This is an optimization exercise on Yosys and OpenROAD, whose aim is small area and a short achievable clock period, not a production implementation.
Only simulation tests tie the RTL to the original design; equivalence was not proved.

exp/sierra:
==> flow/design.v (excerpt) <==
module demapper #(
  parameter MAX_BITS = 5
)(
  input clk,
  input rst,                    
  input enable,                 
  input [15:0] x_real,
  input [15:0] x_imag,
  input [3:0]  coding_rate,
  output reg [MAX_BITS-1:0] bits,
  output reg valid_out
);
  reg [15:0] xr_q, xi_q;
  reg [3:0] cr_q;
  always @(posedge clk) begin
    xr_q <= x_real;
    xi_q <= x_imag;
    cr_q <= coding_rate;
  end
  reg [8:0] vp;
  always @(posedge clk) begin
    if (rst) begin
      vp <= 9'd0;
      valid_out <= 1'b0;
    end else begin
      vp <= {vp[7:0], enable};
      valid_out <= vp[8];
    end
  end
  wire [15:0] ax, ay;
  cadd #(.W(16)) u_ax (.a(16'd0), .b(xr_q), .m(xr_q[15]), .ci(xr_q[15]), .s(ax), .co());
  cadd #(.W(16)) u_ay (.a(16'd0), .b(xi_q), .m(xi_q[15]), .ci(xi_q[15]), .s(ay), .co());
  wire big = (|ax[15:8]) | (|ay[15:8]);
  wire xgt = ax[7:0] > ay[7:0];
  wire [7:0] mx = xgt ? ax[7:0] : ay[7:0];
  wire [7:0] mn = xgt ? ay[7:0] : ax[7:0];
  wire [9:0] mag = mx + (mn >> 2) + (mn >> 3) + (mn >> 4) - (mn >> 6) - (mn >> 7);
  reg [9:0] t1, t2;
  always @(*) begin
    case (cr_q)
      4'd3: begin t1 = 10'd57; t2 = 10'd175; end
      4'd4: begin t1 = 10'd59; t2 = 10'd176; end
      4'd5: begin t1 = 10'd62; t2 = 10'd178; end
      4'd6: begin t1 = 10'd63; t2 = 10'd179; end
      default: begin t1 = 10'd54; t2 = 10'd173; end
    endcase
  end
  wire ri_0 = ~big & (mag < t1);           
  wire rm_0 = ~big & ~ri_0 & (mag < t2);   
  wire qx_0 = xr_q[15];
  wire [23:0] x_0 = {ax, 8'd0};
  wire [23:0] y_0 = {xi_q, 8'd0};
  wire s_0 = y_0[23];
  wire [15:0] y1_0; wire y1_0_co;
  wire m0 = ~(s_0 ^ qx_0);
  cadd #(.W(16)) u_y1_0 (.a(y_0[23:8]), .b(xr_q[15:0]), .m(m0), .ci(m0), .s(y1_0), .co(y1_0_co));
  wire [15:0] x1_0; wire x1_0_co;
  cadd #(.W(16)) u_x1_0 (.a(x_0[23:8]), .b({y_0[23:8]}), .m(s_0), .ci(s_0), .s(x1_0), .co(x1_0_co));
  wire [23:0] y_1 = {y1_0, 8'd0};
  ...
Size: ~510 flip-flops, ~45 I/O pins, roughly 33,000 um2 of cells after synthesis.
==> flow/config.mk <==
export PLATFORM = sky130hd
export DESIGN_NAME = demapper
export DESIGN_NICKNAME = demapper
export VERILOG_FILES = /design/flow/design.v
export SDC_FILE = /design/flow/constraint.sdc
export NUM_CORES = 4
export LEC_CHECK = 0
export CAP_MARGIN = 20
export CORE_MARGIN = 2
export CORE_UTILIZATION = 40
export SLEW_MARGIN = 20
==> flow/constraint.sdc <==
create_clock -name core_clock -period 85.0 [get_ports {clk}]
set_input_delay 17.0000 -clock core_clock [delete_from_list [all_inputs] [get_ports {clk}]]
set_output_delay 17.0000 -clock core_clock [all_outputs]
set_load 0.01 [all_outputs]
standard.sh (not shown) runs the stock make flow with config.mk's settings and CLKGATE_MAP_FILE= SYNTH_SCRIPT=/design/flow/synth_recipe.tcl, a recipe that flattens the netlist after the stock synthesis.
==> flow/flow/run.sh <==
#!/bin/bash
# The standard layout, with plain buffers (buf_2) on the ports instead of the
# delay buffers buffer_ports picks by default. Everything else is the standard flow's own flow.
set -euo pipefail
bash standard.sh "BUFFER_PORTS_ARGS=-buffer_cell sky130_fd_sc_hd__buf_2" finish > standard_flow.log 2>&1
exp/sierra ended with every stage complete and zero timing, DRC or antenna violations.
--- input diff exp/sierra..exp/umber ---
- an added CTS_BUF_LIST of sky130_fd_sc_hd__clkbuf_4 sky130_fd_sc_hd__clkbuf_8
- a change of CORE_UTILIZATION from 40 to 60
- an added CTS_CLUSTER_SIZE of 20
Findings:
Looking at sequential share of layout area, exp/umber sits 0.47 points higher than exp/sierra does.
In the reports for exp/umber and exp/sierra, the larger initial core utilization belongs to exp/umber.
Per the comparison of exp/umber with exp/sierra, hold slack decreased 0.028 ns; antenna diode count up 1.
Going from exp/sierra to exp/umber, layout-stage area growth over the synthesis result now sits lower, via count now sits higher, number of nets at the end of the flow now sits higher, remaining max-slew budget at the tightest pin now sits higher.
Route | exp/umber vs exp/sierra | wire longer in exp/umber
Relative to exp/umber, the following input files were edited for exp/violet:
- CTS_CLUSTER_SIZE: 20 -> 22
- CORE_UTILIZATION: 60 -> 40
- CTS_CLUSTER_DIAMETER: unset -> 50
- CTS_BUF_LIST: sky130_fd_sc_hd__clkbuf_4 sky130_fd_sc_hd__clkbuf_8 -> sky130_fd_sc_hd__clkbuf_16
Notes after the runs:
Sort exp/violet and exp/umber by final critical path time including I/O delays and setup, ascending, and exp/violet comes first.
Between exp/violet and exp/umber, first-pass GRT wire length is lower for exp/violet, exp/umber comes in above that.
Final critical-path setup slack is higher on exp/violet
[inputs] exp/tundra vs exp/violet
- removing CTS_BUF_LIST (formerly sky130_fd_sc_hd__clkbuf_16)
- removing CTS_CLUSTER_DIAMETER (formerly 50)
- removing CTS_CLUSTER_SIZE (formerly 22)
==> flow/run.sh (new file) <==
#!/bin/bash
# synth_recipe.tcl (not shown) runs the flow's synth.tcl, then flattens the netlist and writes it again
# the make line also repeats each setting of config.mk as NAME=value (left out here)
make -C /OpenROAD-flow-scripts/flow DESIGN_CONFIG=/design/flow/config.mk WORK_HOME=/design/flow/orfs CLKGATE_MAP_FILE= SYNTH_SCRIPT=/design/flow/synth_recipe.tcl finish
removed: flow/flow/run.sh
removed: flow/standard.sh
Results
- Compared to exp/violet, the router laid down more metal wire for exp/tundra.
- The more densely filled core belongs to exp/violet, not exp/tundra.
- The lower transition at the pin with the smallest max-transition slack came out of exp/tundra.
- Summary of exp/tundra over exp/violet: fmax decreased by 2.3% relative to the old numbers.
- Any difference in final weighted congestion of routability-driven global placement between exp/tundra and exp/violet is small enough to ignore.
- Going from exp/violet to exp/tundra, the count of clock-net buffers in the final layout was found to have gone up by 19.
- Worst hold margin: exp/tundra better than exp/violet


Another version of the RTL of demapper (not shown whole).
Size: roughly 45 I/O pins, roughly 0.030 mm² of cells after synthesis.
clock: 85.0 ns
lec_check: 0
cap_margin: 20
core_margin: 2
core_utilization: 40
cts_buf_list: sky130_fd_sc_hd__clkbuf_8
cts_cluster_diameter: 60
cts_cluster_size: 18
slew_margin: 20
==> flow/flow/run.sh <==
#!/bin/bash
set -uo pipefail
ARGS="BUFFER_PORTS_ARGS=-buffer_cell sky130_fd_sc_hd__buf_2"
R=orfs/results/${FLOW_PLATFORM:-sky130hd}/demapper/base
bash standard.sh "$ARGS" synth > standard_synth.log 2>&1 || exit 1
cp $R/1_2_yosys.v netlist_standard.v
if python3 flow/fapol.py netlist_standard.v netlist_fapol.v > fapol.log 2>&1; then
  KEPLER=$(command -v kepler-formal || echo $FLOW_HOME/../tools/install/kepler-formal/bin/kepler-formal)
  LIB=$FLOW_HOME/platforms/sky130hd/lib/sky130_fd_sc_hd__tt_025C_1v80.lib
  mkdir -p kepler_run
  cat > kepler.yml <<EOT
format: verilog
input_paths:
  - $PWD/netlist_standard.v
  - $PWD/netlist_fapol.v
liberty_files:
  - $LIB
log_file: $PWD/kepler_detail.log
report_json: $PWD/kepler_report.json
verilog_design1_top: $FLOW_TOP
verilog_design2_top: $FLOW_TOP
EOT
  if (cd kepler_run && timeout 600 $KEPLER --config ../kepler.yml) > kepler.log 2>&1 \
     && grep -q "No difference was found." kepler.log \
     && grep -q "Verdict: EQUIVALENT" kepler.log; then
    echo "fapol netlist proven equivalent by kepler-formal; using it" >> fapol.log
    cp netlist_fapol.v $R/1_2_yosys.v
    touch $R/1_2_yosys.v
  else
    echo "fapol netlist not proven; keeping the standard netlist" >> fapol.log
  fi
fi
bash standard.sh "$ARGS" finish > standard_finish.log 2>&1 || exit 1
Other scripts of this flow, unchanged in this note and not shown: flow/flow/fapol.py
The starting point passed the timing, design-rule and antenna checks.
Edit:
- CORE_UTILIZATION: 40 -> 55
After rerunning: First-iteration DRC count decreases by 12%; via count climbs by about 0.8%; utilization rose by 16 points; clock skew climbs by 0.0057 ns; die area came out lower by about 27%; clock-buffer cell count went up by 3; register-to-register slack improved by 0.14 ns; worst hold slack loses 0.015 ns.
Edit:
--- a/flow/flow/run.sh
+++ b/flow/flow/run.sh
@@ -3,2 +3,3 @@
 ARGS="BUFFER_PORTS_ARGS=-buffer_cell sky130_fd_sc_hd__buf_2"
+CTS="CTS_ARGS=-sink_clustering_enable -repair_clock_nets -dont_use_dummy_load -sink_clustering_size 18 -sink_clustering_max_diameter 60 -buf_list sky130_fd_sc_hd__clkbuf_8"
 R=orfs/results/${FLOW_PLATFORM:-sky130hd}/demapper/base
@@ -32,2 +33,2 @@
 fi
-bash standard.sh "$ARGS" finish > standard_finish.log 2>&1 || exit 1
+bash standard.sh "$ARGS" "$CTS" finish > standard_finish.log 2>&1 || exit 1
- CORE_UTILIZATION: 55 -> 40
Effect:
- The changed run passed the timing, design-rule and antenna checks
- worst hold slack degrades by 0.022 ns
- via count came out lower by 0.83%
- non-clock buffer count stays the same
Edit:
--- a/flow/flow/run.sh
+++ b/flow/flow/run.sh
@@ -3,3 +3,3 @@
 ARGS="BUFFER_PORTS_ARGS=-buffer_cell sky130_fd_sc_hd__buf_2"
-CTS="CTS_ARGS=-sink_clustering_enable -repair_clock_nets -dont_use_dummy_load -sink_clustering_size 18 -sink_clustering_max_diameter 60 -buf_list sky130_fd_sc_hd__clkbuf_8"
+CTS="CTS_ARGS=-sink_clustering_enable -repair_clock_nets -dont_use_dummy_load -sink_clustering_size 20 -sink_clustering_max_diameter 90 -buf_list sky130_fd_sc_hd__clkbuf_8"
 R=orfs/results/${FLOW_PLATFORM:-sky130hd}/demapper/base
- CTS_CLUSTER_DIAMETER: 60 -> 90
- CTS_CLUSTER_SIZE: 18 -> 20
Setup slack is worse by 0.030 ns.
Die area stays the same.
Worst hold slack is worse by 0.0082 ns.
Cell area falls by 0.52%.
Count of clock-buffer cells in the layout drops by 12.
Non-clock buffer count stays the same.
Final cell count drops by 0.36%.
Critical path depth stays the same.
Via count barely changes.
Routed wire length goes down by 0.51%.


Another version of the RTL of demapper (not shown whole).
For scale: about 45 I/O pins, ~30000 sq um of cells after synthesis.
clock: 85.0 ns
lec_check: 0
cap_margin: 20
core_margin: 2
core_utilization: 40
cts_buf_list: sky130_fd_sc_hd__clkbuf_8
cts_cluster_diameter: 60
cts_cluster_size: 18
slew_margin: 20
==> flow/flow/run.sh <==
#!/bin/bash
set -uo pipefail
ARGS="BUFFER_PORTS_ARGS=-buffer_cell sky130_fd_sc_hd__buf_2"
R=orfs/results/${FLOW_PLATFORM:-sky130hd}/demapper/base
bash standard.sh "$ARGS" synth > standard_synth.log 2>&1 || exit 1
cp $R/1_2_yosys.v netlist_standard.v
if python3 flow/fapol.py netlist_standard.v netlist_fapol.v > fapol.log 2>&1; then
  # rename the instances of the new netlist so that only nets are paired by name
  sed -E 's/^(  sky130_fd_sc_hd__\w+ )(\\?)([^ ]+)( +\()/\1\2p\3\4/' netlist_fapol.v > netlist_fapol_check.v
  LIB=$FLOW_HOME/platforms/sky130hd/lib/sky130_fd_sc_hd__tt_025C_1v80.lib
  YOSYS=$(command -v yosys || echo $FLOW_HOME/../tools/install/yosys/bin/yosys)
  cat > equiv.ys <<EOT
read_liberty -ignore_miss_func $LIB
read_verilog netlist_standard.v
rename $FLOW_TOP gold
read_verilog netlist_fapol_check.v
rename $FLOW_TOP gate
flatten
opt_clean
equiv_make gold gate eq
hierarchy -top eq
equiv_simple -seq 1
equiv_induct
equiv_status -assert
EOT
  if timeout 900 $YOSYS -s equiv.ys > equiv.log 2>&1; then
    echo "fapol netlist proven equivalent; using it" >> fapol.log
    cp netlist_fapol.v $R/1_2_yosys.v
    touch $R/1_2_yosys.v
  else
    echo "fapol netlist not proven; keeping the standard netlist" >> fapol.log
  fi
fi
bash standard.sh "$ARGS" finish > standard_finish.log 2>&1 || exit 1
Other scripts of this flow, unchanged in this note and not shown: flow/flow/fapol.py
The starting point finished clean.
Edit:
--- a/flow/config.mk
+++ b/flow/config.mk
@@ -10,3 +10,3 @@
 export CORE_UTILIZATION = 40
-export CTS_BUF_LIST = sky130_fd_sc_hd__clkbuf_8
+export CTS_BUF_LIST = sky130_fd_sc_hd__clkbuf_16 sky130_fd_sc_hd__clkbuf_8
 export CTS_CLUSTER_DIAMETER = 60
Global-route usage is about the same.
Synthesized cell count does not change.
Sequential share of layout area shrinks by 0.48 points.
Cell count does not change.
Clock-buffer cell count is unchanged.
Final area is higher by about 1.5%.
Die area does not change.
Flip-flop and latch count stays the same.
Maximum frequency is higher by 0.42%.
Synthesized area is unchanged.
Edit:
--- a/flow/config.mk
+++ b/flow/config.mk
@@ -10,5 +10,5 @@
 export CORE_UTILIZATION = 40
-export CTS_BUF_LIST = sky130_fd_sc_hd__clkbuf_16 sky130_fd_sc_hd__clkbuf_8
-export CTS_CLUSTER_DIAMETER = 60
-export CTS_CLUSTER_SIZE = 18
+export CTS_BUF_LIST = sky130_fd_sc_hd__clkbuf_16
+export CTS_CLUSTER_DIAMETER = 80
+export CTS_CLUSTER_SIZE = 30
 export SLEW_MARGIN = 20
What happened: The new run finished clean; register-to-register slack improved by 0.07 ns; worst setup slack got worse by 0.044 ns; cell area fell by 1.3%; routed wire length fell by 0.94%; die area stays the same; global-route usage fell by 0.26 points; maximum frequency is about the same.

-- port drivers added, routing unchanged --
In the flow no input, the clock included, has a driving cell. The finished layouts below were timed again as built, in two steps.
Step 1: set_driving_cell puts a clkbuf_16 on clk and a buf_2 on each other input, an assumption about the parent block.
Step 2 moves the port delays by t, midway between the first and last clock arrival at a register: inputs arrive t later, outputs are due t later. That takes back most of the time a late clock gives input paths.
Three values: no drivers, after step 1, after step 2; two values: the first two.
run	shift t [ns]	slack for setup (ns)	worst setup path at the end
exp/sierra	0.679	66.952 / 66.891 / 67.571	register to output
exp/umber	0.718	66.920 / 66.861 / 67.579	register to output
exp/violet	0.678	66.946 / 66.885 / 67.564	register to output
exp/tundra	0.665	66.526 / 66.463 / 67.128	register to output
the first run of note 2	0.686	66.896 / 66.842 / 67.088	register to register
the second run of note 2	0.705	66.908 / 66.858 / 67.235	register to register
the third run of note 2	0.663	66.915 / 66.860 / 67.053	register to register
the fourth run of note 2	0.692	66.885 / 66.830 / 67.090	register to register
the first run of note 3	0.691	66.925 / 66.868 / 67.559	register to output
the second run of note 3	0.631	67.001 / 66.941 / 67.572	register to output
the third run of note 3	0.661	66.957 / 66.897 / 67.558	register to output
After both steps setup and hold are still met in every run listed.
